Source: an optimization exercise on an open RTL-to-GDS flow (aim: a short achievable clock period and few clock cycles per item). Production flows keep margins and buffers that such runs may drop.
The flow treats the clock pin as an ideal source. Dropping or thinning the clock tree relies on that and would not hold on a real chip.

==> flow/design.v (excerpt) <==
module uiFDMA#
(
parameter  integer         M_AXI_ID_WIDTH			= 3		    ,
parameter  integer         M_AXI_ID			        = 0		    ,
parameter  integer         M_AXI_ADDR_WIDTH			= 32		,
parameter  integer         M_AXI_DATA_WIDTH			= 128		,
parameter  integer		  M_AXI_MAX_BURST_LEN       = 64
)
(
input   wire [M_AXI_ADDR_WIDTH-1 : 0]      fdma_waddr          ,
input                                      fdma_wareq          ,
input   wire [15 : 0]                      fdma_wsize          ,
output                                     fdma_wbusy          ,
input   wire [M_AXI_DATA_WIDTH-1 :0]       fdma_wdata		   ,
output  wire                               fdma_wvalid         ,
input	wire                               fdma_wready		   ,
input   wire [M_AXI_ADDR_WIDTH-1 : 0]      fdma_raddr          ,
input                                      fdma_rareq          ,
input   wire [15 : 0]                      fdma_rsize          ,
output                                     fdma_rbusy          ,
output  wire [M_AXI_DATA_WIDTH-1 :0]       fdma_rdata		   ,
output  wire                               fdma_rvalid         ,
input	wire                               fdma_rready		   ,
input 	wire  								M_AXI_ACLK			,
input 	wire  								M_AXI_ARESETN		,
output 	wire [M_AXI_ID_WIDTH-1 : 0]		    M_AXI_AWID			,
output 	wire [M_AXI_ADDR_WIDTH-1 : 0] 	    M_AXI_AWADDR		,
output 	wire [7 : 0]						M_AXI_AWLEN			,
output 	wire [2 : 0] 						M_AXI_AWSIZE		,
output 	wire [1 : 0] 						M_AXI_AWBURST		,
output 	wire  								M_AXI_AWLOCK		,
output 	wire [3 : 0] 						M_AXI_AWCACHE		,
output 	wire [2 : 0] 						M_AXI_AWPROT		,
output 	wire [3 : 0] 						M_AXI_AWQOS			,
output 	wire  								M_AXI_AWVALID		,
input	wire  								M_AXI_AWREADY		,
output  wire [M_AXI_ID_WIDTH-1 : 0] 		M_AXI_WID			,
output  wire [M_AXI_DATA_WIDTH-1 : 0] 	    M_AXI_WDATA			,
output  wire [M_AXI_DATA_WIDTH/8-1 : 0] 	M_AXI_WSTRB			,
output  wire  								M_AXI_WLAST			,
output  wire  								M_AXI_WVALID		,
input   wire  								M_AXI_WREADY		,
input   wire [M_AXI_ID_WIDTH-1 : 0] 		M_AXI_BID			,
input   wire [1 : 0] 						M_AXI_BRESP			,
input   wire  								M_AXI_BVALID		,
output  wire  								M_AXI_BREADY		,
output  wire [M_AXI_ID_WIDTH-1 : 0] 		M_AXI_ARID			,
output  wire [M_AXI_ADDR_WIDTH-1 : 0] 	    M_AXI_ARADDR		,
output  wire [7 : 0] 						M_AXI_ARLEN			,
output  wire [2 : 0] 						M_AXI_ARSIZE		,
output  wire [1 : 0] 						M_AXI_ARBURST		,
output  wire  								M_AXI_ARLOCK		,
output  wire [3 : 0] 						M_AXI_ARCACHE		,
output  wire [2 : 0] 						M_AXI_ARPROT		,
output  wire [3 : 0] 						M_AXI_ARQOS			,
output  wire  								M_AXI_ARVALID		,
input   wire  								M_AXI_ARREADY		,
input   wire [M_AXI_ID_WIDTH-1 : 0] 		M_AXI_RID			,
input   wire [M_AXI_DATA_WIDTH-1 : 0] 	    M_AXI_RDATA			,
input   wire [1 : 0] 						M_AXI_RRESP			,
input   wire  								M_AXI_RLAST			,
input   wire  								M_AXI_RVALID		,
output  wire  								M_AXI_RREADY
	);
==> flow/config.mk <==
export PLATFORM = sky130hd
export DESIGN_NAME = uiFDMA
export DESIGN_NICKNAME = uiFDMA
export VERILOG_FILES = /design/flow/design.v
export SDC_FILE = /design/flow/constraint.sdc
export NUM_CORES = 4
export LEC_CHECK = 0
export ABC_CLOCK_PERIOD_IN_PS = 1500
export CAP_MARGIN = 20
export CORE_AREA = 10 10 290 290
export DIE_AREA = 0 0 300 300
export SETUP_SLACK_MARGIN = 1.6
export SLEW_MARGIN = 20
==> flow/constraint.sdc <==
create_clock -name core_clock -period 3.3 [get_ports {M_AXI_ACLK}]
set_input_delay 0.6600 -clock core_clock [delete_from_list [all_inputs] [get_ports {M_AXI_ACLK}]]
set_output_delay 0.6600 -clock core_clock [all_outputs]
set_load 0.01 [all_outputs]
standard.sh (not shown) runs the stock make flow with config.mk's settings and CLKGATE_MAP_FILE= SYNTH_SCRIPT=/design/flow/synth_recipe.tcl, a recipe that flattens the netlist after the stock synthesis.
==> flow/flow/run.sh <==
#!/bin/bash
# The standard ORFS layout (the standard.sh) with these changes to how the
# layout is made:
#  - buffer_ports inserts plain buf_4 port buffers instead of the library's
#    smallest buffer (a delay cell);
#  - flow/io.tcl (ORFS's PRE_IO_PLACEMENT_TCL hook) asks the pin placer to keep
#    the pins of each port-to-port path next to each other;
#  - the clock tree is built by flow/my_cts.tcl (ORFS's PRE_CTS_TCL hook, it
#    stands in for TritonCTS): a balanced two-stage tree of clkbuf_16
#    buffers, MY_CTS_ROOTS roots fed by the clock port, each driving leaf
#    buffers that serve compact groups of at most MY_CTS_LEAF flip-flops;
#  - after the last timing repair, flow/fanout_fix.tcl (ORFS's
#    POST_GLOBAL_ROUTE_TCL hook) connects the gate of each port-to-port path
#    straight to its input port's buffer and reroutes those pins.
# Everything else (synthesis, floorplan, power grid, placement, timing repair,
# routing) is the standard flow. The make log goes to standard_flow.log and
# each ORFS step keeps its own log under orfs/logs.
set -euo pipefail
here=$(pwd)
export PRE_IO_PLACEMENT_TCL="$here/flow/io.tcl"
export PRE_CTS_TCL="$here/flow/my_cts.tcl"
export POST_GLOBAL_ROUTE_TCL="$here/flow/fanout_fix.tcl"
export MY_CTS_LEAF=24
export MY_CTS_ROOTS=4
bash standard.sh "BUFFER_PORTS_ARGS=-buffer_cell sky130_fd_sc_hd__buf_4" \
    "PRE_IO_PLACEMENT_TCL=$here/flow/io.tcl" "PRE_CTS_TCL=$here/flow/my_cts.tcl" \
    "POST_GLOBAL_ROUTE_TCL=$here/flow/fanout_fix.tcl" \
    finish > standard_flow.log 2>&1
==> flow/flow/io.tcl <==
# Keep the pins of each combinational port-to-port path together on the die
# edge, so that these paths need no long wires.
set_io_pin_constraint -group -order -pin_names {fdma_rvalid fdma_rready M_AXI_RREADY}
set_io_pin_constraint -group -order -pin_names {fdma_wvalid fdma_wready}
Other scripts of this flow, unchanged in this note and not shown: flow/flow/fanout_fix.tcl, flow/flow/my_cts.tcl
The first run ran to the end with no violations.
Rerun with:
==> flow/flow/io.tcl (replaced) <==
# Keep the pins of each combinational port-to-port path together on the die
# edge, so that these paths need no long wires.
set_io_pin_constraint -group -order -pin_names {fdma_rvalid fdma_rready}
set_io_pin_constraint -group -order -pin_names {fdma_wvalid fdma_wready}
Effect: Via count rose by 0.62%. Register-to-register slack improves by 0.20 ns. Area after synthesis stays the same. Hold slack degrades by 0.0099 ns. Routed wire length rose by 1.5%.
No functional check of the RTL was part of any run of this note. No run of this note takes its clock network from TritonCTS; it comes from the design's own scripts or RTL.

==> what the ideal ports hide <==
No port has a modelled driver above. Below, the same layouts with a new extraction and two added sets of constraints.
Step 1 sets driving cells, clkbuf_16 on the clock port and buf_2 on the other inputs (assumed; they add their load-dependent delay and slew).
Step 2 times the ports against the registers' clock, not the clock port: input delays grow and output delays shrink by t, the midpoint of the rising clock arrivals with the driver on.
Slacks: ideal ports / drivers / drivers and shift; pairs: ideal ports / drivers.
run	shift t [ns]	setup WS [ns]	hold WS [ns]	latest minus earliest clock arrival (ns)
the first run	0.647	1.192 / 1.087 / 0.937	0.333 / 0.233 / 0.333	0.037 / 0.037
the second run	0.667	1.347 / 1.181 / 0.785	0.323 / 0.215 / 0.323	0.034 / 0.035
After both steps setup and hold are still met in every run listed. For the second run, which loses most, drivers alone change the setup slack by -0.166 ns; drivers and shift together by -0.562 ns.
